This design comes from an exercise in tuning for small area and few clock cycles on the open sky130 flow, not from production work.
In this exercise RTL edits were held to simulation tests only and were not proved equivalent to the original.

==> flow/design.v, too long to show whole: its modules and the start of the top module <==
// module cv32e40p_clock_gate: 8 lines
// module cv32e41s_sffr: 18 lines
// module cv32e41s_sffs: 18 lines
// module cv32e41s_alert: 35 lines
// module cv32e41s_alignment_buffer: 398 lines
// module cv32e41s_alu: 173 lines
// module cv32e41s_alu_b_cpop: 12 lines
// module cv32e41s_b_decoder: 289 lines
// module cv32e41s_clic_int_controller: 74 lines
// module cv32e41s_compressed_decoder: 284 lines
// module cv32e41s_controller: 161 lines
// module cv32e41s_controller_bypass: 160 lines
// module cv32e41s_controller_fsm: 771 lines
// module cv32e41s_cs_registers: 2767 lines
// module cv32e41s_csr: 70 lines
// module cv32e41s_data_obi_interface: 78 lines
// module cv32e41s_debug_triggers: 337 lines
// module cv32e41s_decoder: 190 lines
// module cv32e41s_div: 174 lines
// module cv32e41s_dummy_instr: 103 lines
// module cv32e41s_ex_stage: 282 lines
// module cv32e41s_ff_one: 52 lines
// module cv32e41s_i_decoder: 303 lines
// module cv32e41s_id_stage: 441 lines
// module cv32e41s_if_stage: 413 lines
// module cv32e41s_incore: 807 lines
// module cv32e41s_instr_obi_interface: 123 lines
// module cv32e41s_int_controller: 56 lines
// module cv32e41s_lfsr: 39 lines
// module cv32e41s_load_store_unit: 480 lines
// module cv32e41s_lsu_response_filter: 95 lines
// module cv32e41s_m_decoder: 87 lines
// module cv32e41s_mpu_test: 210 lines
// module cv32e41s_mpu_test_data: 210 lines
// module cv32e41s_mult: 134 lines
// module cv32e41s_obi_integrity_fifo: 104 lines
// module cv32e41s_pc_check: 125 lines
// module cv32e41s_pc_target: 31 lines
// module cv32e41s_pma: 63 lines
// module cv32e41s_pmp: 189 lines
// module cv32e41s_pmp_walker_64: 238 lines
// module cv32e41s_prefetch_unit: 100 lines
// module cv32e41s_prefetcher: 82 lines
// module cv32e41s_rchk_check: 22 lines
// module cv32e41s_register_file: 74 lines
// module cv32e41s_register_file_ecc: 42 lines
// module cv32e41s_register_file_wrapper: 46 lines
// module cv32e41s_sequencer: 248 lines
// module cv32e41s_sleep_unit: 44 lines
// module cv32e41s_wb_stage: 80 lines
// module cv32e41s_wpt: 85 lines
// module cv32e41s_write_buffer: 63 lines
// module cv32e41s_xpmp: 143 lines
module cv32e41s_incore 
#(
  parameter                             LIB                                     = 0,
  parameter logic RV32                                    = RV32I,
  parameter logic [1:0] B_EXT                                   = B_NONE,
  parameter logic [1:0] M_EXT                                   = M,
  parameter bit                         DEBUG                                   = 1,
  parameter logic [31:0]                DM_REGION_START                         = 32'hF0000000,
  parameter logic [31:0]                DM_REGION_END                           = 32'hF0003FFF,
  parameter int                         DBG_NUM_TRIGGERS                        = 1,
  parameter int                         PMA_NUM_REGIONS                         = 0,
  parameter logic [PMA_NUM_REGIONS*68-1:0]                   PMA_CFG            = '0,
  parameter bit                         CLIC                                    = 0,
  parameter int unsigned                CLIC_ID_WIDTH                           = 5,
  parameter int unsigned                CLIC_INTTHRESHBITS                      = 8,
  parameter int unsigned                PMP_GRANULARITY                         = 0,
  parameter int                         PMP_NUM_REGIONS                         = 0,
  parameter logic [PMP_NUM_REGIONS*8-1:0]                   PMP_PMPNCFG_RV     = '0,
  parameter logic [PMP_NUM_REGIONS*32-1:0]                PMP_PMPADDR_RV     = '0,
  // ...
==> flow/flow/run.sh <==
#!/bin/bash
# Layout flow: the standard flow (standard synthesis, floorplan, placement, routing) with
# - clock tree synthesis told not to add dummy loads and to use small clock buffers,
# - the buffers placed on the ports made of the smallest buffer cell.
# Full tool output goes to flow_standard.log in the work folder (ORFS also keeps its
# per-step logs under orfs/logs/).
set -euo pipefail
export CTS_ARGS="-sink_clustering_enable -repair_clock_nets -dont_use_dummy_load -buf_list {sky130_fd_sc_hd__clkbuf_4 sky130_fd_sc_hd__clkbuf_8} -sink_clustering_size 30"
export BUFFER_PORTS_ARGS="-buffer_cell sky130_fd_sc_hd__buf_1"
bash standard.sh finish > flow_standard.log 2>&1
==> flow/standard.sh <==
#!/bin/bash
# synth_recipe.tcl (not shown) runs the flow's synth.tcl, then flattens the netlist and writes it again
# the make line also repeats each setting of config.mk as NAME=value (left out here)
make -C /OpenROAD-flow-scripts/flow DESIGN_CONFIG=/design/flow/config.mk WORK_HOME=/design/flow/orfs CLKGATE_MAP_FILE= SYNTH_SCRIPT=/design/flow/synth_recipe.tcl "${@:-finish}"
==> flow/config.mk <==
export PLATFORM = sky130hd
export DESIGN_NAME = cv32e41s_incore
export DESIGN_NICKNAME = cv32e41s_incore
export VERILOG_FILES = /design/flow/design.v
export SDC_FILE = /design/flow/constraint.sdc
export NUM_CORES = 8
export LEC_CHECK = 0
export ABC_AREA = 1
export CAP_MARGIN = 25
export CORE_MARGIN = 2
export CORE_UTILIZATION = 40
export SLEW_MARGIN = 25
==> flow/constraint.sdc <==
create_clock -name core_clock -period 20.0 [get_ports {clk_i}]
set_input_delay 4.0000 -clock core_clock [delete_from_list [all_inputs] [get_ports {clk_i}]]
set_output_delay 4.0000 -clock core_clock [all_outputs]
set_load 0.01 [all_outputs]
==> out/qor.yml, run 1 <==
postCtsSetupBuffers: 0
design_area_um2: 184300
place_inst: 26599
fmax_mhz: 56.94
clk_share_pct: 3.234
synth_mux_area_share_pct: 0.5945
crit_buf_inv: 7
numPortBuffers: 484
dr_wl_met2_um: 372500
worst_slack_ns: 2.437
top_layer: "met5"
cp.arrival_ns: 13.56
placed_area_um2: 177900
min_path_cells: 2
status: "timing/DRC/antenna clean"
final_common_cell: "nand2_1"
met1_usage_pct: 53.08
reg.largest.list: "register_file_wrapper_i.register_file_i.mem_q (992), id_stage_i.id_ex_pipe_o (209), ex_stage_i.ex_wb_pipe_o (139)"
vias: 172936
rr_startpoint: "ex_stage_i.div.div_i.state[0]"
n_fill_cell: 42930
stdcell_count: 27115
skew_ns: 0.1992
area_dominant_class: "multi-input gates"
avgSynthCellArea_um2: 7.944
ys_types: 88
routed_wirelength_um: 905900
die_w_um: 654.0
dpl.hpwl_um: 656800
initial_core_util_pct: 40.19
Testbench counts, summed over its fixed seeds: cycles 1,166,485.
==> run 2, diff against run 1 <==
==> flow/flow/run.sh (replaced) <==
#!/bin/bash
# Layout flow: the standard flow (standard synthesis, floorplan, placement, routing) with
# - clock tree synthesis without dummy loads, with larger sink clusters driven by
#   clkbuf_4/8/16 cells (fewer clock buffers),
# - the buffers placed on the ports made of the smallest buffer cell.
# Full tool output goes to flow_standard.log in the work folder (ORFS also keeps its
# per-step logs under orfs/logs/).
set -euo pipefail
export CTS_ARGS="-sink_clustering_enable -repair_clock_nets -dont_use_dummy_load -buf_list {sky130_fd_sc_hd__clkbuf_4 sky130_fd_sc_hd__clkbuf_8 sky130_fd_sc_hd__clkbuf_16} -sink_clustering_size 22 -sink_clustering_max_diameter 180"
export BUFFER_PORTS_ARGS="-buffer_cell sky130_fd_sc_hd__buf_1"
bash standard.sh finish > flow_standard.log 2>&1
==> out/qor.yml, run 2 <==
postCtsSetupBuffers: 0  # unchanged
synthTopCellsByArea: "dfrtp_1, edfxtp_1, nand2_1"
synth_top_cell_by_area: "dfrtp_1"
crit_fanout: 83
cts_tree: "yes"
synth_edf_count: 992
avgRoutedWirePerCell_um: 33.57
grt_busiest_layer: "met2"
skew_ns: 0.1923  # -0.006853 ns
synth_top_family_by_area: "compound AO/OA/AOI/OAI gates"
place.gp.congestion: 1.093
ys_types: 88  # unchanged
synth_flop_cell: "dfrtp_1"
rsz0062_at_grt: "no"
synthArstFlopShare_pct: 59.36
hold_path.startpoint: "if_stage_i.instruction_obi_i.obi_a_req_q[15]"
period_share_pct: 86.68
n_fill_cell: 43012  # +0.19%
yosys.area_share.simple_pct: 16.17
grt_first_pass_wirelength_um: 1233000
reg.largest.list: "register_file_wrapper_i.register_file_i.mem_q (992), id_stage_i.id_ex_pipe_o (209), ex_stage_i.ex_wb_pipe_o (139)"
cp_common_cell: "nand2_1"
use_met2_pct: 58.05
hold_viol: 0
synth_compound_area_share_pct: 23.56
dpl.hpwl_um: 656800  # unchanged
final_common_cell: "nand2_1"
drtIter0Drc: 26735
grt_max_degree: 149
crit_start: "if_stage_i.if_id_pipe_o[150]"
worst_pin_slew_ns: 1.262
crit_required_ns: 16.00
final_cell_mix: "nand2_1, o21ai_0, inv_1"
cts_inserted_buffers: 125
syn2layout_area_growth_pct: 7.339
report.final.slew_viol_count: 0
synth_mux_area_share_pct: 0.5945  # unchanged
drive_above_1_share_pct: 6.401
yosysMostFrequentCell: "nand2_1"
die_h_um: 654.0
top_register: "register_file_wrapper_i.register_file_i.mem_q"
routed_wirelength_um: 899700  # -0.69%
avgSynthCellArea_um2: 7.944  # unchanged
critical-path-max-stage-delay_ns: 1.24
via_per_inst: 6.393
numPortBuffers: 484  # unchanged
cp-end-kind: "primary output"
grt_use_met3_pct: 12.10
max_slew_margin_pct: 15.00
layout.nets: 22462
worstHoldPathType: "reg -> reg"
ctsResizeCount: 0
insertion_delay_ns: 1.07
grtUsageTotal_pct: 40.58
cts_root_buffer: "clkbuf_16"
rr_startpoint: "ex_stage_i.div.div_i.state[0]"
holdBufCountCts: 0
cpMaxStageDelayCell: "a311oi_2"
status: "timing/DRC/antenna clean"
postSynthCellCount: 21275
fin_crit_ns: 17.34
drc_errors: 0
cp.arrival_ns: 13.34  # -0.22 ns
initial_core_util_pct: 40.19  # unchanged
drt_pass1_iterations: 11
met1_usage_pct: 53.14  # +0.066 points
largest_register_ffs: 992
coreArea_um2: 420500
ys_seq_area_share_pct: 39.11
top_level_ports: 747
postRouteAntennaNets: 0
synth-adder-area-share_pct: 8.238
finalSetupTns_ns: 0
synth_top_area_share_pct: 20.94
ys_seq_elements: 2441
critPathKind: "reg -> out"
synth_xor_xnor_area_share_pct: 3.514
clkSinkCount: 2441
ys_warn_count: 347
rows: 238
htree_levels: 3
fmax_mhz: 57.68  # +1.3%
start_kind: "flip-flop"
die_w_um: 654.0  # unchanged
drv_cap: 0
grt_pass1_vias: 155091
setup_viol: 0
clk_pin_slew_worst_paths_ns: 0.10
dieArea_um2: 427700
synth_common_cells: "nand2_1, o21ai_0, inv_1, a21oi_1, dfrtp_1"
clock_path_buffers: 4
syn_area_um2: 169000
critPathTopFamily: "compound AO/OA/AOI/OAI gates"
crit_buf_inv: 7  # unchanged
vias: 171340  # -0.92%
antenna_found_initial: 105
grt_overflow: 0
==> run 2: cell types whose count changed in the layout (fill, tap and decap cells not counted), sizes merged <==
| cell | delta |
|---|---|
| clkbuf | -309 |
| buf | -1 |
| diode | -4 |
==> run 2: worst min-delay path, stage by stage (launching register included) <==
cell     delay (ns)
dfrtp_1        0.35
nand2_1        0.05
inv_1          0.04
==> run 2: area by class of cell <==
| class | instances | area [um2] | area share, % |
|---|---|---|---|
| Multi-Input combinational cell | 15168 | 89630 | 49.41 |
| Sequential cell | 2441 | 66120 | 36.45 |
| Inverter | 2225 | 8399 | 4.630 |
| Tap cell | 5640 | 7057 | 3.890 |
| Timing Repair Buffer | 1133 | 6908 | 3.808 |
| Clock buffer | 125 | 3128 | 1.724 |
| Antenna cell | 69 | 172.7 | 0.09518 |
==> run 2: logic make-up (layout without fill, tap and decap cells) <==
family,Yosys count,after routing
xor+xnor,678,678
buf+inv,3745,3483
other cells,2,150
flops,2441,2441
mux,94,94
simple gates,6623,6623
fa+ha+maj,934,934
compound gates,6758,6758
==> run 2: per-stage QoR <==
stage | util [%] | setup slack, ns | cells | cell area, um2 | hold WS, ns
finish | 43.14 | 2.663 | 26801 | 181400 | 0.4755
detailed placement | 42.31 | 4.276 | 26599 | 177900 | 0.4585
floorplan | - | 6.156 | 21354 | 169300 | 0.4338
global placement | 42.27 | 4.298 | 26590 | 177700 | 0.4525
global route | 43.11 | 2.054 | 26746 | 181300 | 0.4976
CTS | 43.06 | 3.200 | 26724 | 181000 | 0.4785
==> run 2: path summary, 6_finish.rpt <==
check	slack, ns	endpoint	cells past startpoint
min	0.48	if_stage_i.instruction_obi_i.obi_a_req_q[15]	2
min in group asynchronous	3.11	asynchronous set/reset pin	1
max in group asynchronous	12.97	load_store_unit_i.rdata_q[25]	5
max	2.66	instr_reqpar_o	51
max reg2reg	4.34	ex_stage_i.div.div_i.remainder_q[26]	45
min reg2reg	0.48	if_stage_i.instruction_obi_i.obi_a_req_q[15]	2
==> run 2: per-layer routing <==
| layer | share of wire (%) | wire length (um) | vias up |
|---|---|---|---|
| met5 | 0.024 | 217 | - |
| met4 | 7.9 | 71210 | 32 |
| met3 | 13 | 117200 | 2437 |
| met2 | 41 | 368700 | 12154 |
| met1 | 38 | 342500 | 83654 |
| li1 | - | - | 73063 |
==> run 3, diff against run 2 <==
==> flow/flow/run.sh (replaced) <==
#!/bin/bash
# Layout flow: the standard flow (standard synthesis, floorplan, placement, routing) with
# - clock tree synthesis without dummy loads, with larger sink clusters driven by
#   clkbuf_4/8/16 cells (fewer clock buffers),
# - the buffers placed on the ports made of the smallest buffer cell.
# Full tool output goes to flow_standard.log in the work folder (ORFS also keeps its
# per-step logs under orfs/logs/).
set -euo pipefail
export CTS_ARGS="-sink_clustering_enable -repair_clock_nets -dont_use_dummy_load -buf_list {sky130_fd_sc_hd__clkbuf_4 sky130_fd_sc_hd__clkbuf_8 sky130_fd_sc_hd__clkbuf_16} -sink_clustering_size 20 -sink_clustering_max_diameter 170"
export BUFFER_PORTS_ARGS="-buffer_cell sky130_fd_sc_hd__buf_1"
bash standard.sh finish > flow_standard.log 2>&1
--- a/flow/config.mk
+++ b/flow/config.mk
@@ -6,7 +6,7 @@
 export NUM_CORES = 8
 export LEC_CHECK = 0
 export ABC_AREA = 1
-export CAP_MARGIN = 25
+export CAP_MARGIN = 15
 export CORE_MARGIN = 2
 export CORE_UTILIZATION = 40
-export SLEW_MARGIN = 25
+export SLEW_MARGIN = 15
==> out/qor.yml, run 3 <==
reg2reg_slack_ns: 4.21  # -0.13 ns
grt_overflow: 0  # unchanged
cts_root_buffer: "clkbuf_16"
crit_start: "if_stage_i.if_id_pipe_o[150]"
syn2layout_area_growth_pct: 7.490
final_cell_mix: "nand2_1, o21ai_0, inv_1"
rows: 238  # unchanged
max_slew_margin_pct: -6.832  # -22 points
top_level_ports: 747  # unchanged
reg.largest.list: "register_file_wrapper_i.register_file_i.mem_q (992), id_stage_i.id_ex_pipe_o (209), ex_stage_i.ex_wb_pipe_o (139)"
critPathTopFamily: "compound AO/OA/AOI/OAI gates"
dpl.hpwl_um: 656300  # about the same
n_fill_cell: 42905  # -0.25%
synth_edf_count: 992  # unchanged
via_per_inst: 6.397  # about the same
finalSetupTns_ns: 0  # unchanged
numPortBuffers: 484  # unchanged
routed_wirelength_um: 900800  # +0.12%
drive_above_1_share_pct: 6.368  # -0.032 points
synthArstFlopShare_pct: 59.36  # unchanged
placed_area_um2: 177800  # about the same
synth_flop_cell: "dfrtp_1"
hold_path.startpoint: "if_stage_i.instruction_obi_i.obi_a_req_q[15]"
ctsResizeCount: 0  # unchanged
initial_core_util_pct: 40.19  # unchanged
clk_pin_slew_worst_paths_ns: 0.10  # about the same
clkSinkCount: 2441  # unchanged
layout.nets: 22475  # +0.058%
insertion_delay_ns: 1.01  # -0.06 ns
holdWs_ns: 0.4716  # -0.003973 ns
ys_seq_elements: 2441  # unchanged
largest_register_ffs: 992  # unchanged
crit_required_ns: 16.00  # about the same
yosysMostFrequentCell: "nand2_1"
cts_tree: "yes"
worstHoldPathType: "reg -> reg"
crit_fanout: 83  # unchanged
cp.arrival_ns: 13.33  # about the same
fin_crit_ns: 17.33  # -0.006050 ns
ff2ff_path_depth: 44  # -2.2%
postCtsSetupBuffers: 0  # unchanged
design_area_um2: 181700  # +0.14%
synth_common_cells: "nand2_1, o21ai_0, inv_1, a21oi_1, dfrtp_1"
worst_pin_slew_ns: 1.562  # +0.3004 ns
setup_viol: 0  # unchanged
ys_types: 88  # unchanged
grt_first_pass_wirelength_um: 1234000  # +0.11%
grtUsageTotal_pct: 40.63  # +0.041 points
holdBufCountCts: 0  # unchanged
place.gp.congestion: 1.093  # unchanged
hold_viol: 0  # unchanged
worstSetupEndpoint: "instr_reqpar_o"
cp-end-kind: "primary output"
synth_top_area_share_pct: 20.94  # unchanged
dieArea_um2: 427700  # unchanged
reg2reg_to: "ex_stage_i.div.div_i.remainder_q[23]"
ff_latch_area_um2: 66120  # unchanged
synthTopCellsByArea: "dfrtp_1, edfxtp_1, nand2_1"
drt_pass1_iterations: 7  # -4
start_kind: "flip-flop"
report.final.slew_viol_count: 2  # +2
postRouteAntennaNets: 0  # unchanged
status: "complete, but fails checks"
htree_levels: 4  # +1
top_register: "register_file_wrapper_i.register_file_i.mem_q"
synth_top_cell_by_area: "dfrtp_1"
avgSynthCellArea_um2: 7.944  # unchanged
skew_ns: 0.1770  # -0.01538 ns
die_w_um: 654.0  # unchanged
drv_cap: 1  # +1
period_share_pct: 86.65  # about the same
die_h_um: 654.0  # unchanged
avgRoutedWirePerCell_um: 33.61  # +0.12%
cpMaxStageDelayCell: "a311oi_2"
rr_startpoint: "ex_stage_i.div.div_i.state[0]"
multi_input_area_um2: 89510  # -0.13%
so.violations: "capacitance limit, slew limit"
ys_seq_area_share_pct: 39.11  # unchanged
antenna_found_initial: 110  # +4.8%
clock_path_buffers: 4  # unchanged
crit_buf_inv: 7  # unchanged
critPathKind: "reg -> out"
rsz0062_at_grt: "no"
ys_warn_count: 347  # unchanged
vias: 171464  # +0.072%
grt_pass1_vias: 155838  # +0.48%
final_common_cell: "nand2_1"
coreArea_um2: 420500  # unchanged
fmax_mhz: 57.70  # about the same
syn_area_um2: 169000  # unchanged
cts_inserted_buffers: 145  # +16%
critical-path-max-stage-delay_ns: 1.17  # -0.07 ns
drc_errors: 0  # unchanged
drtIter0Drc: 26907  # +0.64%
grt_max_degree: 149  # unchanged
worst-path-stages: 51  # unchanged
cp_common_cell: "nand2_1"
postSynthCellCount: 21275  # unchanged
[run 3: changes by cell type in the layout (fill, tap and decap cells not counted), sizes merged]
| cell | delta |
|---|---|
| clkbuf | +22 |
| diode | -12 |
| buf | -9 |
| clkinv | -1 |
| inv | +1 |
[run 3: worst register-to-register path: cells and delay by family, from the launching register on]
| family | cells | cell delay, ns |
|---|---|---|
| adders and majority gates | 32 | 12.36 |
| buffers and inverters | 5 | 1.12 |
| and+or+nand+nor | 4 | 1.09 |
| AOI/OAI and AO/OA | 3 | 0.64 |
| DFF | 1 | 0.42 |
[run 3: area by class of cell]
| class | instances | share of cell area [%] |
|---|---|---|
| flip-flops and latches | 2441 | 36.40 |
| diodes | 57 | 0.07852 |
| multi-input cells | 15168 | 49.27 |
| clock buffers | 145 | 1.997 |
| repair buffers | 1126 | 3.747 |
| inverters | 2225 | 4.624 |
| well taps | 5640 | 3.885 |
[run 3: worst min-delay path by stage]
| stage | to | slack, ns | depth (start not counted) |
|---|---|---|---|
| 6_report | if_stage_i.instruction_obi_i.obi_a_req_q[15] | 0.47 | 2 |
| 5_1_grt | flip-flop | 0.50 | 2 |
| 4_1_cts | if_stage_i.instruction_obi_i.obi_a_req_q[17] | 0.48 | 2 |
| 3_5_place_dp | if_stage_i.instruction_obi_i.obi_a_req_q[15] | 0.45 | 2 |
| 3_3_place_gp | if_stage_i.instruction_obi_i.obi_a_req_q[19] | 0.45 | 2 |
| 2_1_floorplan | flip-flop | 0.43 | 2 |
[run 3: per-layer routing]
| metal | wire [um] | track usage (%) | share of wire, % | up-vias |
|---|---|---|---|---|
| met5 | 412 | 0.03396 | 0.046 | - |
| met4 | 70320 | 26.41 | 7.8 | 58 |
| met3 | 117600 | 12.56 | 13 | 2513 |
| met2 | 369200 | 57.90 | 41 | 12110 |
| met1 | 343300 | 53.02 | 38 | 83723 |
| li1 | - | - | - | 73060 |
[run 3: cell families (layout without fill, tap and decap cells)]
group,after synthesis,count (layout),share of synthesized area (%)
xor gates and xnor gates,678,678,3.514
adders and majority gates,934,934,8.238
AOI/OAI and AO/OA,6758,6758,23.56
buffers and inverters,3745,3496,8.811
DFF,2441,2441,39.11
other,2,138,0.004444
muxes,94,94,0.5945
and+or+nand+nor,6623,6623,16.17
[run 3: per-stage QoR]
| stage | setup WS [ns] | util, % | cells |
|---|---|---|---|
| 2_1_floorplan | 6.156 | - | 21354 |
| 3_3_place_gp | 4.298 | 42.27 | 26590 |
| 3_5_place_dp | 4.343 | 42.28 | 26590 |
| 4_1_cts | 3.331 | 43.14 | 26735 |
| 5_1_grt | 2.288 | 43.18 | 26761 |
| 6_report | 2.669 | 43.20 | 26802 |
==> run 4, diff against run 3 <==
--- a/flow/config.mk
+++ b/flow/config.mk
@@ -6,7 +6,7 @@
 export NUM_CORES = 8
 export LEC_CHECK = 0
 export ABC_AREA = 1
-export CAP_MARGIN = 15
+export CAP_MARGIN = 25
 export CORE_MARGIN = 2
-export CORE_UTILIZATION = 40
-export SLEW_MARGIN = 15
+export CORE_UTILIZATION = 45
+export SLEW_MARGIN = 25
==> out/qor.yml, run 4 <==
antenna_found_initial: 96  # -13%
synth_xor_xnor_area_share_pct: 3.514  # unchanged
period_share_pct: 83.13  # -3.5 points
cpMaxStageDelayCell: "dfrtp_1"
synthTopCellsByArea: "dfrtp_1, edfxtp_1, nand2_1"
utilization_pct: 48.34  # +5.1 points
cts_inserted_buffers: 145  # unchanged
rsz0062_at_grt: "no"
clock_path_buffers: 4  # unchanged
drc_errors: 0  # unchanged
coreArea_um2: 374700  # -11%
final_common_cell: "nand2_1"
grt_pass1_vias: 156238  # +0.26%
initial_core_util_pct: 45.10  # +4.9 points
crit_buf_inv: 6  # -1
critical-path-max-stage-delay_ns: 0.86  # -0.31 ns
avgRoutedWirePerCell_um: 34.84  # +3.7%
drt_pass1_iterations: 7  # unchanged
design_area_um2: 181100  # -0.30%
clk_pin_slew_worst_paths_ns: 0.09  # about the same
finalSetupTns_ns: 0  # unchanged
hold_viol: 0  # unchanged
synth_edf_count: 992  # unchanged
worst_pin_slew_ns: 1.305  # -0.2569 ns
synth_top_cell_by_area: "dfrtp_1"
synth_top_family_by_area: "compound AO/OA/AOI/OAI gates"
syn_area_um2: 169000  # unchanged
ys_seq_area_share_pct: 39.11  # unchanged
top_level_ports: 747  # unchanged
synth_top_area_share_pct: 20.94  # unchanged
fin_crit_ns: 16.63  # -0.7051 ns
vias: 171221  # -0.14%
routed_wirelength_um: 911200  # +1.2%
critPathTopFamily: "compound AO/OA/AOI/OAI gates"
synth_compound_area_share_pct: 23.56  # unchanged
ctsResizeCount: 0  # unchanged
dieArea_um2: 380500  # -11%
clkSinkCount: 2441  # unchanged
dpl.hpwl_um: 662000  # +0.88%
postCtsSetupBuffers: 0  # unchanged
yosys.area_share.simple_pct: 16.17  # unchanged
worstHoldPathType: "reg -> reg"
place.gp.congestion: 1.074  # -1.7%
die_h_um: 616.8  # -5.7%
grtUsageTotal_pct: 46.33  # +5.7 points
via_per_inst: 6.547  # +2.3%
reg.largest.list: "register_file_wrapper_i.register_file_i.mem_q (992), id_stage_i.id_ex_pipe_o (209), ex_stage_i.ex_wb_pipe_o (139)"
synth_flop_cell: "dfrtp_1"
status: "timing/DRC/antenna clean"
drive_above_1_share_pct: 6.493  # +0.12 points
critPathKind: "reg -> out"
htree_levels: 4  # unchanged
n_fill_cell: 37636  # -12%
fmax_mhz: 60.15  # +4.2%
max_slew_margin_pct: 12.99  # +20 points
layout.nets: 22471  # -0.018%
cts_root_buffer: "clkbuf_16"
die_w_um: 616.8  # -5.7%
drv_cap: 0  # -1
postRouteAntennaNets: 0  # unchanged
numPortBuffers: 484  # unchanged
postSynthCellCount: 21275  # unchanged
ys_types: 88  # unchanged
synth_common_cells: "nand2_1, o21ai_0, inv_1, a21oi_1, dfrtp_1"
skew_ns: 0.1433  # -0.03371 ns
cp.arrival_ns: 12.63  # -0.70 ns
top_register: "register_file_wrapper_i.register_file_i.mem_q"
insertion_delay_ns: 0.97  # -0.04 ns
report.final.slew_viol_count: 0  # -2
cts_tree: "yes"
grt_overflow: 0  # unchanged
yosysMostFrequentCell: "nand2_1"
ys_seq_elements: 2441  # unchanged
largest_register_ffs: 992  # unchanged
avgSynthCellArea_um2: 7.944  # unchanged
final_cell_mix: "nand2_1, o21ai_0, inv_1"
crit_required_ns: 16.00  # about the same
synthArstFlopShare_pct: 59.36  # unchanged
grt_max_degree: 174  # +17%
holdBufCountCts: 0  # unchanged
synth_mux_area_share_pct: 0.5945  # unchanged
ys_warn_count: 347  # unchanged
syn2layout_area_growth_pct: 7.172
start_kind: "flip-flop"
ff_latch_area_um2: 66120  # unchanged
crit_fanout: 7  # -92%
placed_area_um2: 177200  # -0.34%
multi_input_area_um2: 89820  # +0.34%
setup_viol: 0  # unchanged
cp_common_cell: "nand2_1"
grt_first_pass_wirelength_um: 1247000  # +1.0%
synth-adder-area-share_pct: 8.238  # unchanged
rows: 225  # -5.5%
drtIter0Drc: 28051  # +4.3%
cp-end-kind: "primary output"
run 4: cell counts after synthesis:
Identical to the previous run, type by type.
run 4: kinds of logic after synthesis:
kind of cell,count (synthesis)
xor+xnor,678
simple gates,6623
other cells,2
fa+ha+maj,934
flops,2441
buf+inv,3745
compound gates,6758
mux,94
run 4: metrics by stage:
step	worst slack (ns)	std cells	hold slack (ns)
2_1_floorplan	6.156	21354	0.4338
4_1_cts	3.958	26088	0.4742
3_3_place_gp	4.502	25935	0.4509
5_1_grt	3.206	26107	0.4984
6_report	3.374	26154	0.4725
3_5_place_dp	4.732	25943	0.4535
run 4: worst reg2reg max path: cells and delay by family (launching register included):
kind | cells | cell delay, ns
compound gates | 4 | 1.02
fa+ha+maj | 32 | 12.20
buf+inv | 5 | 0.94
flops | 1 | 0.41
simple gates | 3 | 0.68
run 4: final timing paths:
check	start	to	slack (ns)	depth (start not counted)
max	id_stage_i.id_ex_pipe_o[315]	data_reqpar_o	3.37	48
min	if_stage_i.instruction_obi_i.obi_a_req_q[16]	if_stage_i.instruction_obi_i.obi_a_req_q[16]	0.47	2
max reg2reg	ex_stage_i.div.div_i.state[0]	ex_stage_i.div.div_i.remainder_q[31]	4.60	44
min reg2reg	if_stage_i.instruction_obi_i.obi_a_req_q[16]	if_stage_i.instruction_obi_i.obi_a_req_q[16]	0.47	2
max in group asynchronous	rst_ni	asynchronous set/reset pin	13.32	5
min in group asynchronous	rst_ni	ex_stage_i.div.div_i.quotient_q[27]	3.07	1
run 4: cell type report:
class                      instances  share of cell area (%)
inverter                        2225                   4.637
sequential                      2441                   36.50
antenna                           59                 0.08151
multi-input combinational      15168                   49.59
clock buffer                     145                   2.003
tap                             4994                   3.450
timing repair buffer            1122                   3.737
run 4: metal layers:
metal / up-vias / part of all wire, % / global-route usage [%]
met1: 83638 / 38 / 61.11
li1: 73058 / - / -
met5: - / 0.033 / 0
met4: 46 / 8.0 / 30.35
met3: 2359 / 13 / 14.02
met2: 12120 / 41 / 65.52
==> run 5, diff against run 4 <==
--- a/flow/config.mk
+++ b/flow/config.mk
@@ -8,5 +8,6 @@
 export ABC_AREA = 1
 export CAP_MARGIN = 25
 export CORE_MARGIN = 2
-export CORE_UTILIZATION = 45
+export CORE_UTILIZATION = 40
+export PLACE_DENSITY = 0.7
 export SLEW_MARGIN = 25
==> out/qor.yml, run 5 <==
ff2ff_path_depth: 47  # +6.8%
avgRoutedWirePerCell_um: 33.20  # -4.7%
numPortBuffers: 484  # unchanged
grt_overflow: 0  # unchanged
drc_errors: 0  # unchanged
status: "timing/DRC/antenna clean"
syn_area_um2: 169000  # unchanged
synth_top_family_by_area: "compound AO/OA/AOI/OAI gates"
synthArstFlopShare_pct: 59.36  # unchanged
grt_pass1_vias: 157305  # +0.68%
reg.largest.list: "register_file_wrapper_i.register_file_i.mem_q (992), id_stage_i.id_ex_pipe_o (209), ex_stage_i.ex_wb_pipe_o (139)"
layout.nets: 22466  # -0.022%
grt_first_pass_wirelength_um: 1222000  # -2.0%
yosys.area_share.simple_pct: 16.17  # unchanged
synthTopCellsByArea: "dfrtp_1, edfxtp_1, nand2_1"
start_kind: "flip-flop"
syn2layout_area_growth_pct: 7.470
ys_types: 88  # unchanged
insertion_delay_ns: 1.01  # +0.04 ns
synth_edf_count: 992  # unchanged
synth_top_area_share_pct: 20.94  # unchanged
fmax_mhz: 61.83  # +2.8%
cp.arrival_ns: 12.17  # -0.46 ns
skew_ns: 0.1834  # +0.04012 ns
synth_flop_cell: "dfrtp_1"
postSynthCellCount: 21275  # unchanged
top_register: "register_file_wrapper_i.register_file_i.mem_q"
drv_cap: 0  # unchanged
cts_inserted_buffers: 145  # unchanged
final_cell_mix: "nand2_1, o21ai_0, inv_1"
clkSinkCount: 2441  # unchanged
finalSetupTns_ns: 0  # unchanged
report.final.slew_viol_count: 0  # unchanged
cp_common_cell: "nand2_1"
coreArea_um2: 420500  # +12%
die_w_um: 654.0  # +6.0%
via_per_inst: 6.472  # -1.1%
min_path_cells: 2  # unchanged
ys_seq_elements: 2441  # unchanged
cpMaxStageDelayCell: "a311oi_4"
grt_max_degree: 150  # -14%
routed_wirelength_um: 889300  # -2.4%
holdBufCountCts: 0  # unchanged
place.gp.congestion: 1.124  # +4.6%
dpl.hpwl_um: 649200  # -1.9%
crit_required_ns: 16.00  # about the same
drt_pass1_iterations: 7  # unchanged
ys_warn_count: 347  # unchanged
ctsResizeCount: 0  # unchanged
synth_xor_xnor_area_share_pct: 3.514  # unchanged
clock_path_buffers: 4  # unchanged
reg2reg_to: "ex_stage_i.div.div_i.remainder_q[22]"
grtUsageTotal_pct: 40.02  # -6.3 points
initial_core_util_pct: 40.19  # -4.9 points
critical-path-max-stage-delay_ns: 0.82  # -0.04 ns
synth_compound_area_share_pct: 23.56  # unchanged
die_h_um: 654.0  # +6.0%
drive_above_1_share_pct: 6.380  # -0.11 points
rr_startpoint: "ex_stage_i.div.div_i.state[0]"
cts_root_buffer: "clkbuf_16"
synth_top_cell_by_area: "dfrtp_1"
postCtsSetupBuffers: 0  # unchanged
dieArea_um2: 427700  # +12%
final_common_cell: "nand2_1"
largest_register_ffs: 992  # unchanged
cp-end-kind: "primary output"
antenna_found_initial: 89  # -7.3%
synth_common_cells: "nand2_1, o21ai_0, inv_1, a21oi_1, dfrtp_1"
synth_mux_area_share_pct: 0.5945  # unchanged
max_slew_margin_pct: 6.178  # -6.8 points
yosysMostFrequentCell: "nand2_1"
synth-adder-area-share_pct: 8.238  # unchanged
rsz0062_at_grt: "no"
drtIter0Drc: 30179  # +7.6%
reg2reg_slack_ns: 4.21  # -0.39 ns
postRouteAntennaNets: 0  # unchanged
vias: 173375  # +1.3%
clk_pin_slew_worst_paths_ns: 0.10  # about the same
avgSynthCellArea_um2: 7.944  # unchanged
setup_viol: 0  # unchanged
fin_crit_ns: 16.17  # -0.4518 ns
top_level_ports: 747  # unchanged
ys_seq_area_share_pct: 39.11  # unchanged
rows: 238  # +5.8%
critPathKind: "reg -> out"
hold_viol: 0  # unchanged
period_share_pct: 80.87  # -2.3 points
cts_tree: "yes"
worst_pin_slew_ns: 1.401  # +0.09558 ns
crit_fanout: 61  # +54
worstHoldPathType: "reg -> reg"
htree_levels: 4  # unchanged
run 5: cell count changes in the layout (fill, tap and decap cells not counted), sizes merged:
cell           before   now
diode              59    54
clkdlybuf4s18       1     0
buf              1118  1114
run 5: worst max-delay path, delay by kind of cell (launching register included):
kind | cells | cell delay (ns)
adder cells (fa/ha/maj) | 1 | 0.27
XOR/XNOR | 1 | 0.30
buffers and inverters | 9 | 2.13
AND/OR/NAND/NOR | 22 | 3.10
flip-flops | 1 | 0.69
AO/OA/AOI/OAI | 18 | 4.65
run 5: per-stage QoR:
step	util [%]	area [um2]	setup slack [ns]	hold WS (ns)	instances
6_report	43.20	181600	3.826	0.4752	26790
5_1_grt	43.17	181500	3.453	0.4846	26751
4_1_cts	43.12	181300	4.166	0.4732	26730
3_5_place_dp	42.26	177700	4.287	0.4503	26585
3_3_place_gp	42.22	177500	4.325	0.4533	26575
2_1_floorplan	-	169300	6.156	0.4338	21354
run 5: cells by family after synthesis:
family	count (synthesis)
AO/OA/AOI/OAI	6758
XOR/XNOR	678
adder cells (fa/ha/maj)	934
buffers and inverters	3745
flip-flops	2441
multiplexers	94
other	2
AND/OR/NAND/NOR	6623
run 5: metal layers:
layer	vias up	share of wire, %	GRT usage [%]
met5	-	0.029	0
li1	73032	-	-
met2	13322	41	57.18
met1	84152	37	51.84
met3	2833	14	12.15
met4	36	8.4	27.16
run 5: how the worst max path moves through the flow:
stage / endpoint / start / depth (start not counted) / slack, ns
2_1_floorplan: ex_stage_i.div.div_i.remainder_q[11] / id_stage_i.id_ex_pipe_o[310] / 47 / 6.16
3_3_place_gp: ex_stage_i.div.div_i.remainder_q[23] / ex_stage_i.div.div_i.state[0] / 47 / 4.32
3_5_place_dp: ex_stage_i.div.div_i.remainder_q[21] / ex_stage_i.div.div_i.state[0] / 47 / 4.29
4_1_cts: instr_reqpar_o / if_stage_i.if_id_pipe_o[152] / 51 / 4.17
5_1_grt: instr_reqpar_o / if_stage_i.if_id_pipe_o[150] / 52 / 3.45
6_report: instr_reqpar_o / if_stage_i.if_id_pipe_o[151] / 51 / 3.83
run 5: final cells by class:
| type | instances | area (um2) |
|---|---|---|
| antenna | 54 | 135.1 |
| multi-input combinational | 15168 | 89650 |
| inverter | 2225 | 8394 |
| fill | 42388 | 238800 |
| tap | 5640 | 7057 |
| clock buffer | 145 | 3628 |
| timing repair buffer | 1117 | 6653 |
| sequential | 2441 | 66110 |
==> run 6, diff against run 5 <==
--- a/flow/config.mk
+++ b/flow/config.mk
@@ -9,5 +9,4 @@
 export CAP_MARGIN = 25
 export CORE_MARGIN = 2
 export CORE_UTILIZATION = 40
-export PLACE_DENSITY = 0.7
 export SLEW_MARGIN = 25
==> out/qor.yml, run 6 <==
status: "timing/DRC/antenna clean"
period_share_pct: 85.92  # +5.0 points
die_w_um: 654.0  # unchanged
cts_tree: "yes"
synth_top_cell_by_area: "dfrtp_1"
cpMaxStageDelayCell: "a311oi_2"
drc_errors: 0  # unchanged
grtUsageTotal_pct: 40.64  # +0.62 points
holdBufCountCts: 0  # unchanged
critPathKind: "reg -> out"
clock_path_buffers: 4  # unchanged
cp_common_cell: "nand2_1"
rsz0062_at_grt: "no"
holdWs_ns: 0.4743  # -0.0009110 ns
cts_inserted_buffers: 144  # -0.69%
insertion_delay_ns: 1.01  # about the same
crit_fanout: 83  # +36%
drt_pass1_iterations: 7  # unchanged
routed_wirelength_um: 900700  # +1.3%
htree_levels: 4  # unchanged
hold_path.startpoint: "if_stage_i.instruction_obi_i.obi_a_req_q[15]"
crit_required_ns: 16.00  # about the same
top_level_ports: 747  # unchanged
worstHoldPathType: "reg -> reg"
syn_area_um2: 169000  # unchanged
worst_slack_ns: 2.817  # -1.009 ns
dpl.hpwl_um: 656800  # +1.2%
numPortBuffers: 484  # unchanged
cp.arrival_ns: 13.18  # +1.01 ns
coreArea_um2: 420500  # unchanged
ys_seq_area_share_pct: 39.11  # unchanged
hold_viol: 0  # unchanged
worst_pin_slew_ns: 1.334  # -0.06666 ns
syn2layout_area_growth_pct: 7.593
largest_register_ffs: 992  # unchanged
cts_root_buffer: "clkbuf_16"
ys_types: 88  # unchanged
synth_flop_cell: "dfrtp_1"
vias: 171115  # -1.3%
clkSinkCount: 2441  # unchanged
crit_buf_inv: 10  # +1
final_common_cell: "nand2_1"
ys_warn_count: 347  # unchanged
max_slew_margin_pct: 11.06  # +4.9 points
die_h_um: 654.0  # unchanged
reg.largest.list: "register_file_wrapper_i.register_file_i.mem_q (992), id_stage_i.id_ex_pipe_o (209), ex_stage_i.ex_wb_pipe_o (139)"
fin_crit_ns: 17.18  # +1.009 ns
place.gp.congestion: 1.093  # -2.7%
drive_above_1_share_pct: 6.475  # +0.095 points
rows: 238  # unchanged
via_per_inst: 6.384  # -1.4%
ys_seq_elements: 2441  # unchanged
stdcell_count: 26804  # +0.052%
report.final.slew_viol_count: 0  # unchanged
synth_edf_count: 992  # unchanged
rr_startpoint: "ex_stage_i.div.div_i.state[0]"
critPathTopFamily: "compound AO/OA/AOI/OAI gates"
layout.nets: 22482  # +0.071%
synthTopCellsByArea: "dfrtp_1, edfxtp_1, nand2_1"
avgRoutedWirePerCell_um: 33.60  # +1.2%
cp-end-kind: "primary output"
synthArstFlopShare_pct: 59.36  # unchanged
crit_start: "if_stage_i.if_id_pipe_o[150]"
grt_max_degree: 149  # -0.67%
antenna_found_initial: 100  # +12%
postCtsSetupBuffers: 0  # unchanged
grt_first_pass_wirelength_um: 1234000  # +1.0%
postRouteAntennaNets: 0  # unchanged
yosysMostFrequentCell: "nand2_1"
postSynthCellCount: 21275  # unchanged
synth_common_cells: "nand2_1, o21ai_0, inv_1, a21oi_1, dfrtp_1"
place_inst: 26599  # +0.053%
start_kind: "flip-flop"
skew_ns: 0.1545  # -0.02886 ns
avgSynthCellArea_um2: 7.944  # unchanged
drv_cap: 0  # unchanged
initial_core_util_pct: 40.19  # unchanged
final_cell_mix: "nand2_1, o21ai_0, inv_1"
synth_top_area_share_pct: 20.94  # unchanged
clk_pin_slew_worst_paths_ns: 0.10  # about the same
fmax_mhz: 58.20  # -5.9%
drtIter0Drc: 26669  # -12%
grt_overflow: 0  # unchanged
finalSetupTns_ns: 0  # unchanged
ctsResizeCount: 0  # unchanged
setup_viol: 0  # unchanged
critical-path-max-stage-delay_ns: 1.22  # +0.40 ns
dieArea_um2: 427700  # unchanged
grt_pass1_vias: 155320  # -1.3%
pre_cts_ws_ns: 4.276  # -0.01096 ns
top_register: "register_file_wrapper_i.register_file_i.mem_q"
==> run 6: cell types whose count changed in the layout (fill, tap and decap cells not counted), sizes merged <==
cell / previous run / this run
buf: 1114 / 1131
diode: 54 / 52
clkbuf: 148 / 147
clkinv: 58 / 59
inv: 2167 / 2166
==> run 6: path summary, 6_finish.rpt <==
kind,end,slack (ns),cells past startpoint
min in group asynchronous,asynchronous set/reset pin,3.18,1
max in group asynchronous,load_store_unit_i.rdata_q[18],12.98,5
hold reg to reg,if_stage_i.instruction_obi_i.obi_a_req_q[15],0.47,2
hold / removal,if_stage_i.instruction_obi_i.obi_a_req_q[15],0.47,2
setup / recovery,instr_reqpar_o,2.82,53
setup reg to reg,ex_stage_i.div.div_i.remainder_q[23],4.29,46
==> run 6: logic make-up (layout without fill, tap and decap cells) <==
family	Yosys count	count (layout)	share of synthesized area [%]
AOI/OAI and AO/OA	6758	6758	23.56
xor gates and xnor gates	678	678	3.514
adders and majority gates	934	934	8.238
buffers and inverters	3745	3503	8.811
DFF	2441	2441	39.11
muxes	94	94	0.5945
other	2	133	0.004444
and+or+nand+nor	6623	6623	16.17
==> run 6: area by class of cell <==
cell class | count | area (um2)
Antenna cell | 52 | 130.1
Clock buffer | 144 | 3603
Fill cell | 42994 | 238600
Inverter | 2225 | 8399
Multi-Input combinational cell | 15168 | 89610
Sequential cell | 2441 | 66120
Tap cell | 5640 | 7057
Timing Repair Buffer | 1134 | 6919
==> run 6: per-layer routing <==
| layer | vias up | routed length (um) | global-route usage, % |
|---|---|---|---|
| li1 | 73054 | - | - |
| met1 | 83549 | 341200 | 52.84 |
| met2 | 11993 | 368800 | 58.11 |
| met3 | 2479 | 119100 | 12.73 |
| met4 | 40 | 71300 | 26.24 |
| met5 | - | 262 | 0.09055 |
==> run 6: worst reg2reg max path, delay by kind of cell, from the launching register on <==
| kind | cells | cell delay [ns] |
|---|---|---|
| adders and majority gates | 32 | 12.37 |
| DFF | 1 | 0.41 |
| and+or+nand+nor | 5 | 0.87 |
| buffers and inverters | 6 | 1.39 |
| AOI/OAI and AO/OA | 3 | 0.56 |
==> run 6: per-stage QoR <==
stage	instance area [um2]	utilization (%)
5_1_grt	181700	43.22
2_1_floorplan	169300	-
3_3_place_gp	177700	42.27
3_5_place_dp	177900	42.31
4_1_cts	181500	43.17
6_report	181800	43.25
==> module cv32e41s_alu, before the edit <==
module cv32e41s_alu 
#(
  parameter logic [1:0] B_EXT  = B_NONE
)
(
  input  alu_opcode_e       operator_i,
  input  logic [31:0]       operand_a_i,
  input  logic [31:0]       operand_b_i,
  input  logic [31:0]       muldiv_operand_b_i,
  output logic [31:0]       result_o,
  output logic              cmp_result_o,
  input logic               div_clz_en_i,
  input logic [31:0]        div_clz_data_rev_i,
  output logic [5:0]        div_clz_result_o,
  input logic               div_shift_en_i,
  input logic [5:0]         div_shift_amt_i,
  output logic [31:0]       div_op_b_shifted_o
);
  localparam RV32B_ZBS = (B_EXT == ZBA_ZBB_ZBS) || (B_EXT == ZBA_ZBB_ZBC_ZBS);
  logic [31:0] operand_a_rev;
  logic [31:0] operand_b_rev;
  always_comb for (int i = 0; i < 32; i++) operand_a_rev[i] = operand_a_i[31-i];
  always_comb for (int i = 0; i < 32; i++) operand_b_rev[i] = operand_b_i[31-i];
  logic [32:0] adder_in_a, adder_in_b;
  logic [31:0] adder_result;
  logic [33:0] adder_result_expanded;
  logic        adder_subtract;
  assign adder_subtract = operator_i[3] || operator_i[4];  
  assign adder_in_a = {operand_a_i,                                 1'b1          };
  assign adder_in_b = {adder_subtract ? ~operand_b_i : operand_b_i, adder_subtract};
  assign adder_result_expanded = $unsigned(adder_in_a) + $unsigned(adder_in_b);
  assign adder_result = adder_result_expanded[32:1];
  logic [5:0]  shifter_shamt;            
  logic        shifter_rshift;           
  logic [31:0] shifter_aa, shifter_bb;
  logic [63:0] shifter_tmp;
  logic [31:0] shifter_result;
  assign shifter_rshift = operator_i[2];
  always_comb begin
    if (div_shift_en_i) begin
      shifter_shamt =  {1'b0, div_shift_amt_i[4:0]};     
    end else if (shifter_rshift) begin
      shifter_shamt = -{1'b0, operand_b_i[4:0]};
    end else begin
      shifter_shamt =  {1'b0, operand_b_i[4:0]};
    end
  end
  always_comb begin
    shifter_aa = div_shift_en_i ? muldiv_operand_b_i : operand_a_i;
    shifter_bb = 32'h0;
    case (operator_i)
      ALU_SRA : begin
        shifter_bb = {32{operand_a_i[31]}};
      end
      ALU_B_BSET,
      ALU_B_BCLR,
      ALU_B_BINV : begin
        if (RV32B_ZBS) begin
          shifter_aa = 32'h1;
        end
      end
      default: ;
    endcase
  end
  always_comb begin
    shifter_tmp = {shifter_bb, shifter_aa};
    shifter_tmp = shifter_shamt[5] ? {shifter_tmp[31:0], shifter_tmp[63:32]} : shifter_tmp;
    shifter_tmp = shifter_shamt[4] ? {shifter_tmp[47:0], shifter_tmp[63:48]} : shifter_tmp;
    shifter_tmp = shifter_shamt[3] ? {shifter_tmp[55:0], shifter_tmp[63:56]} : shifter_tmp;
    shifter_tmp = shifter_shamt[2] ? {shifter_tmp[59:0], shifter_tmp[63:60]} : shifter_tmp;
    shifter_tmp = shifter_shamt[1] ? {shifter_tmp[61:0], shifter_tmp[63:62]} : shifter_tmp;
    shifter_tmp = shifter_shamt[0] ? {shifter_tmp[62:0], shifter_tmp[63:63]} : shifter_tmp;
  end
  generate
    if (RV32B_ZBS) begin : gen_shift_zbs
      always_comb begin
        shifter_result = shifter_tmp[31:0];
        case (operator_i)
          ALU_B_BEXT : shifter_result =       32'h1 &  shifter_tmp[31:0];
          ALU_B_BSET : shifter_result = operand_a_i |  shifter_tmp[31:0];
          ALU_B_BCLR : shifter_result = operand_a_i & ~shifter_tmp[31:0];
          ALU_B_BINV : shifter_result = operand_a_i ^  shifter_tmp[31:0];
          default: ;
        endcase
      end
    end else begin : gen_shift_nozbs
      assign shifter_result = shifter_tmp[31:0];
    end
  endgenerate
  assign div_op_b_shifted_o = shifter_tmp[31:0];
  logic [31:0] result_shnadd;
  assign result_shnadd = (operand_a_i << ((operator_i == ALU_B_SH1ADD) ? 1 : (operator_i == ALU_B_SH2ADD) ? 2 : 3)) + operand_b_i;
  logic is_equal;
  logic is_greater;      
  logic is_signed;
  assign is_signed = operator_i[3];
  assign is_equal = (operand_a_i == operand_b_i);
  logic is_less;
  assign is_less    = (operand_a_i[31] ^ operand_b_i[31]) ? (is_signed ? operand_a_i[31] : operand_b_i[31]) : adder_result_expanded[32];
  assign is_greater = !is_less && !is_equal;
  always_comb
  begin
    cmp_result_o = is_equal;
    case (operator_i)
      ALU_EQ          : cmp_result_o = is_equal;
      ALU_NE          : cmp_result_o = !is_equal;
      ALU_GE, ALU_GEU : cmp_result_o = is_greater || is_equal;
      ALU_LT, ALU_LTU : cmp_result_o = !(is_greater || is_equal);
      default: ;
    endcase
  end
  logic [31:0] min_minu_result;
  logic [31:0] max_maxu_result;
  assign min_minu_result = (!is_greater) ? operand_a_i : operand_b_i;
  assign max_maxu_result = ( is_greater) ? operand_a_i : operand_b_i;
  logic [31:0] clz_data_in;
  logic [4:0]  ff1_result;  
  logic        ff_no_one;   
  logic [ 5:0] cpop_result_o;
  assign clz_data_in = div_clz_data_rev_i;
  cv32e41s_ff_one ff_one_i
  (
    .in_i        ( clz_data_in ),
    .first_one_o ( ff1_result ),
    .no_ones_o   ( ff_no_one  )
  );
  assign div_clz_result_o = ff_no_one ? 6'd32 : ff1_result;
  cv32e41s_alu_b_cpop alu_b_cpop_i
    (.operand_i (operand_a_i),
     .result_o  (cpop_result_o));
  logic [31:0] clmul_result;
  logic [31:0] clmulr_result;
  logic [31:0] clmulh_result;
  generate
    if (B_EXT == ZBA_ZBB_ZBC_ZBS) begin: clmul
      logic [31:0] clmul_op_a;
      logic [31:0] clmul_op_b;
      assign clmul_op_a = (operator_i != ALU_B_CLMUL) ? operand_a_rev : operand_a_i;
      assign clmul_op_b = (operator_i != ALU_B_CLMUL) ? operand_b_rev : operand_b_i;
      always_comb begin
        clmul_result ='0;
        for (integer i = 0; i < 32; i++) begin
          for (integer j = 0; j < i+1; j++) begin
            clmul_result[i] = clmul_result[i] ^ (clmul_op_a[i-j] & clmul_op_b[j]);
          end
        end
      end
      always_comb for (int i = 0; i < 32; i++) clmulr_result[i] = clmul_result[31-i];  
      assign clmulh_result = {1'b0, clmulr_result[31:1]};
    end else begin: no_clmul
      assign clmul_result  = 32'h0;
      assign clmulr_result = 32'h0;
      assign clmulh_result = 32'h0;
    end
  endgenerate
  always_comb
  begin
    result_o = 32'h0;
    case (operator_i)
      ALU_AND    : result_o = operand_a_i &  operand_b_i;
      ALU_OR     : result_o = operand_a_i |  operand_b_i;
      ALU_XOR    : result_o = operand_a_i ^  operand_b_i;
      ALU_ADD,
      ALU_SUB    : result_o = adder_result;
      ALU_SLL,
      ALU_SRL,
      ALU_SRA    : result_o = shifter_result;
      ALU_SLT,
      ALU_SLTU   : result_o = {31'b0, !(is_greater || is_equal)};
      default: ;
    endcase
  end
endmodule
==> run 7, diff against run 6 <==
--- a/flow/design.v
+++ b/flow/design.v
@@ -1925,64 +1925,30 @@
   assign adder_in_b = {adder_subtract ? ~operand_b_i : operand_b_i, adder_subtract};
   assign adder_result_expanded = $unsigned(adder_in_a) + $unsigned(adder_in_b);
   assign adder_result = adder_result_expanded[32:1];
-  logic [5:0]  shifter_shamt;            
   logic        shifter_rshift;           
-  logic [31:0] shifter_aa, shifter_bb;
-  logic [63:0] shifter_tmp;
+  logic        shifter_left;
+  logic        shifter_fill;
+  logic [4:0]  shifter_amt;
+  logic [31:0] shifter_src, shifter_in, shifter_out;
   logic [31:0] shifter_result;
   assign shifter_rshift = operator_i[2];
+  assign shifter_left   = div_shift_en_i || !shifter_rshift;      
+  assign shifter_amt    = div_shift_en_i ? div_shift_amt_i[4:0] : operand_b_i[4:0];
+  assign shifter_src    = div_shift_en_i ? muldiv_operand_b_i : operand_a_i;
+  assign shifter_fill   = (operator_i == ALU_SRA) && operand_a_i[31];
   always_comb begin
-    if (div_shift_en_i) begin
-      shifter_shamt =  {1'b0, div_shift_amt_i[4:0]};     
-    end else if (shifter_rshift) begin
-      shifter_shamt = -{1'b0, operand_b_i[4:0]};
-    end else begin
-      shifter_shamt =  {1'b0, operand_b_i[4:0]};
-    end
+    logic [31:0] s;
+    for (int i = 0; i < 32; i++) shifter_in[i] = shifter_left ? shifter_src[31-i] : shifter_src[i];
+    s = shifter_in;
+    if (shifter_amt[4]) s = {{16{shifter_fill}}, s[31:16]};
+    if (shifter_amt[3]) s = {{8{shifter_fill}},  s[31:8]};
+    if (shifter_amt[2]) s = {{4{shifter_fill}},  s[31:4]};
+    if (shifter_amt[1]) s = {{2{shifter_fill}},  s[31:2]};
+    if (shifter_amt[0]) s = {shifter_fill,       s[31:1]};
+    shifter_out = s;
+    for (int i = 0; i < 32; i++) shifter_result[i] = shifter_left ? shifter_out[31-i] : shifter_out[i];
   end
-  always_comb begin
-    shifter_aa = div_shift_en_i ? muldiv_operand_b_i : operand_a_i;
-    shifter_bb = 32'h0;
-    case (operator_i)
-      ALU_SRA : begin
-        shifter_bb = {32{operand_a_i[31]}};
-      end
-      ALU_B_BSET,
-      ALU_B_BCLR,
-      ALU_B_BINV : begin
-        if (RV32B_ZBS) begin
-          shifter_aa = 32'h1;
-        end
-      end
-      default: ;
-    endcase
-  end
-  always_comb begin
-    shifter_tmp = {shifter_bb, shifter_aa};
-    shifter_tmp = shifter_shamt[5] ? {shifter_tmp[31:0], shifter_tmp[63:32]} : shifter_tmp;
-    shifter_tmp = shifter_shamt[4] ? {shifter_tmp[47:0], shifter_tmp[63:48]} : shifter_tmp;
-    shifter_tmp = shifter_shamt[3] ? {shifter_tmp[55:0], shifter_tmp[63:56]} : shifter_tmp;
-    shifter_tmp = shifter_shamt[2] ? {shifter_tmp[59:0], shifter_tmp[63:60]} : shifter_tmp;
-    shifter_tmp = shifter_shamt[1] ? {shifter_tmp[61:0], shifter_tmp[63:62]} : shifter_tmp;
-    shifter_tmp = shifter_shamt[0] ? {shifter_tmp[62:0], shifter_tmp[63:63]} : shifter_tmp;
-  end
-  generate
-    if (RV32B_ZBS) begin : gen_shift_zbs
-      always_comb begin
-        shifter_result = shifter_tmp[31:0];
-        case (operator_i)
-          ALU_B_BEXT : shifter_result =       32'h1 &  shifter_tmp[31:0];
-          ALU_B_BSET : shifter_result = operand_a_i |  shifter_tmp[31:0];
-          ALU_B_BCLR : shifter_result = operand_a_i & ~shifter_tmp[31:0];
-          ALU_B_BINV : shifter_result = operand_a_i ^  shifter_tmp[31:0];
-          default: ;
-        endcase
-      end
-    end else begin : gen_shift_nozbs
-      assign shifter_result = shifter_tmp[31:0];
-    end
-  endgenerate
-  assign div_op_b_shifted_o = shifter_tmp[31:0];
+  assign div_op_b_shifted_o = shifter_result;
   logic [31:0] result_shnadd;
   assign result_shnadd = (operand_a_i << ((operator_i == ALU_B_SH1ADD) ? 1 : (operator_i == ALU_B_SH2ADD) ? 2 : 3)) + operand_b_i;
   logic is_equal;
==> out/qor.yml, run 7 <==
cp.arrival_ns: 12.85  # -0.33 ns
initial_core_util_pct: 40.17  # about the same
skew_ns: 0.1242  # -0.03028 ns
insertion_delay_ns: 0.98  # -0.03 ns
start_kind: "flip-flop"
grtUsageTotal_pct: 42.69  # +2.1 points
place.gp.congestion: 1.110  # +1.5%
synth_top_cell_by_area: "dfrtp_1"
synth_edf_count: 992  # unchanged
routed_wirelength_um: 943900  # +4.8%
ys_seq_elements: 2441  # unchanged
top_level_ports: 747  # unchanged
cpMaxStageDelayCell: "buf_4"
ctsResizeCount: 0  # unchanged
place_inst: 26342  # -0.97%
htree_levels: 4  # unchanged
synth_flop_cell: "dfrtp_1"
grt_overflow: 0  # unchanged
clock_path_buffers: 4  # unchanged
holdBufCountCts: 0  # unchanged
n_fill_cell: 42860  # -0.31%
worst_slack_ns: 3.153  # +0.3366 ns
layout.nets: 22348  # -0.60%
drive_above_1_share_pct: 6.316  # -0.16 points
rows: 238  # unchanged
period_share_pct: 84.23  # -1.7 points
reg.largest.list: "register_file_wrapper_i.register_file_i.mem_q (992), id_stage_i.id_ex_pipe_o (209), ex_stage_i.ex_wb_pipe_o (139)"
crit_fanout: 145  # +75%
final_cell_mix: "nand2_1, o21ai_0, inv_1"
postCtsSetupBuffers: 0  # unchanged
critical-path-max-stage-delay_ns: 0.72  # -0.50 ns
grt_pass1_vias: 155764  # +0.29%
critPathKind: "reg -> out"
grt_first_pass_wirelength_um: 1281000  # +3.8%
die_w_um: 653.3  # -0.11%
setup_viol: 0  # unchanged
rsz0062_at_grt: "no"
fin_crit_ns: 16.85  # -0.3366 ns
crit_buf_inv: 8  # -2
design_area_um2: 181400  # -0.25%
hold_viol: 0  # unchanged
max_slew_margin_pct: 13.17  # +2.1 points
coreArea_um2: 419900  # -0.14%
crit_required_ns: 16.00  # about the same
syn_area_um2: 168600  # -0.21%
avgSynthCellArea_um2: 7.973  # +0.36%
cts_tree: "yes"
stdcell_count: 26547  # -0.96%
cts_root_buffer: "clkbuf_16"
synth_top_area_share_pct: 20.98  # +0.045 points
avgRoutedWirePerCell_um: 35.55  # +5.8%
cp-end-kind: "primary output"
via_per_inst: 6.459  # +1.2%
cts_inserted_buffers: 144  # unchanged
postSynthCellCount: 21153  # -0.57%
top_register: "register_file_wrapper_i.register_file_i.mem_q"
cp_common_cell: "nand2_1"
clk_pin_slew_worst_paths_ns: 0.09  # about the same
utilization_pct: 43.20  # -0.047 points
worstHoldPathType: "reg -> reg"
synthArstFlopShare_pct: 59.36  # unchanged
numPortBuffers: 484  # unchanged
syn2layout_area_growth_pct: 7.553  # about the same
dpl.hpwl_um: 697200  # +6.1%
antenna_found_initial: 93  # -7.0%
drtIter0Drc: 26209  # -1.7%
ys_types: 92  # +4.5%
postRouteAntennaNets: 0  # unchanged
fmax_mhz: 59.36  # +2.0%
drv_cap: 0  # unchanged
worst_pin_slew_ns: 1.294  # -0.04037 ns
yosysMostFrequentCell: "nand2_1"
die_h_um: 653.3  # -0.11%
final_common_cell: "nand2_1"
pre_cts_ws_ns: 3.607  # -0.6682 ns
largest_register_ffs: 992  # unchanged
critPathTopFamily: "compound AO/OA/AOI/OAI gates"
synth_common_cells: "nand2_1, o21ai_0, inv_1, a21oi_1, nor2_1"
vias: 171477  # +0.21%
status: "timing/DRC/antenna clean"
ys_warn_count: 347  # unchanged
ys_seq_area_share_pct: 39.19  # +0.083 points
drc_errors: 0  # unchanged
clkSinkCount: 2441  # unchanged
synthTopCellsByArea: "dfrtp_1, edfxtp_1, o21ai_0"
grt_max_degree: 179  # +20%
report.final.slew_viol_count: 0  # unchanged
drt_pass1_iterations: 7  # unchanged
placed_area_um2: 177300  # -0.33%
dieArea_um2: 426800  # -0.21%
finalSetupTns_ns: 0  # unchanged
==> run 7: worst register-to-register path: cells and delay by family (launching register included) <==
family                     cells  cell delay (ns)
adders and majority gates     32            12.18
AOI/OAI and AO/OA              4             0.65
buffers and inverters          7             2.07
DFF                            1             0.45
and+or+nand+nor                3             0.75
==> run 7: logic make-up (layout without fill, tap and decap cells) <==
family                     after synthesis  in the layout  synth area share [%]
AOI/OAI and AO/OA                     7020           7020                 24.48
DFF                                   2441           2441                 39.19
adders and majority gates              932            932                 8.241
and+or+nand+nor                       6265           6265                 15.31
muxes                                   60             60                0.3865
xor gates and xnor gates               684            684                 3.552
other                                    2            128              0.004453
buffers and inverters                 3749           3497                 8.842
==> run 7: final timing paths <==
path                                                           endpoint                                          from  slack [ns]  cells past startpoint
hold reg to reg            if_stage_i.instruction_obi_i.obi_a_req_q[15]  if_stage_i.instruction_obi_i.obi_a_req_q[15]        0.47                      2
setup reg to reg                   ex_stage_i.div.div_i.remainder_q[16]                 ex_stage_i.div.div_i.state[0]        3.72                     46
min in group asynchronous  if_stage_i.instruction_obi_i.obi_a_req_q[46]                                        rst_ni        3.11                      1
max in group asynchronous            cs_registers_i.mhpmcounter_blk[30]                                        rst_ni       12.89                      6
hold / removal             if_stage_i.instruction_obi_i.obi_a_req_q[15]  if_stage_i.instruction_obi_i.obi_a_req_q[15]        0.47                      2
setup / recovery                                         instr_reqpar_o                  if_stage_i.if_id_pipe_o[150]        3.15                     46
==> run 7: cell type report <==
cell class                      count  area [um2]  share of cell area (%)
Antenna cell                       47       117.6                 0.06484
Clock buffer                      144        3603                   1.987
Inverter                         2245        8483                   4.677
Multi-Input combinational cell  15042       89330                   49.25
Sequential cell                  2441       66110                   36.45
Tap cell                         5520        6907                   3.808
Timing Repair Buffer             1108        6825                   3.763
==> run 7: metal layers <==
layer	up-vias	GRT usage, %	routed length, um
met3	2155	12.89	115600
met5	-	0.2603	417
met4	49	27.29	72360
met2	11295	60.35	384400
met1	85154	56.48	371100
li1	72824	-	-
==> run 7: per-stage QoR <==
stage                     hold WS, ns
after CTS                      0.4761
after global routing           0.4945
after detailed placement       0.4564
final                          0.4734
after floorplan                0.4364
after global placement         0.4521
Testbench counts of run 7, summed over its fixed seeds: cycles 1,166,485.

## separate check: timing with driven ports
No port has a modelled driver above. Below, the same layouts with a new extraction and two added sets of constraints. Step 1, drivers: a clkbuf_16 drives clk_i and a buf_2 each remaining input, both assumed. Step 2 adds t to the input delays and takes it off the output delays; t is the mean of the earliest and latest rising clock arrival at the registers after step 1. Input paths then give back, and output paths get back, about the clock's delay inside the block. a / b / c = ideal / step 1 / step 2; a / b = the first two.
| run | t (ns) | slack for setup (ns) | latest minus earliest clock arrival (ns) |
|---|---|---|---|
| run 1 | 1.256 | 2.437 / 2.325 / 3.580 | 0.207 / 0.207 |
| run 2 | 1.099 | 2.663 / 2.537 / 3.635 | 0.193 / 0.193 |
| run 3 | 1.040 | 2.669 / 2.551 / 3.591 | 0.177 / 0.176 |
| run 4 | 1.011 | 3.374 / 3.257 / 4.268 | 0.144 / 0.144 |
| run 5 | 1.034 | 3.826 / 3.714 / 4.209 | 0.184 / 0.183 |
| run 6 | 1.052 | 2.817 / 2.700 / 3.753 | 0.155 / 0.155 |
| run 7 | 1.060 | 3.153 / 3.016 / 3.721 | 0.128 / 0.129 |
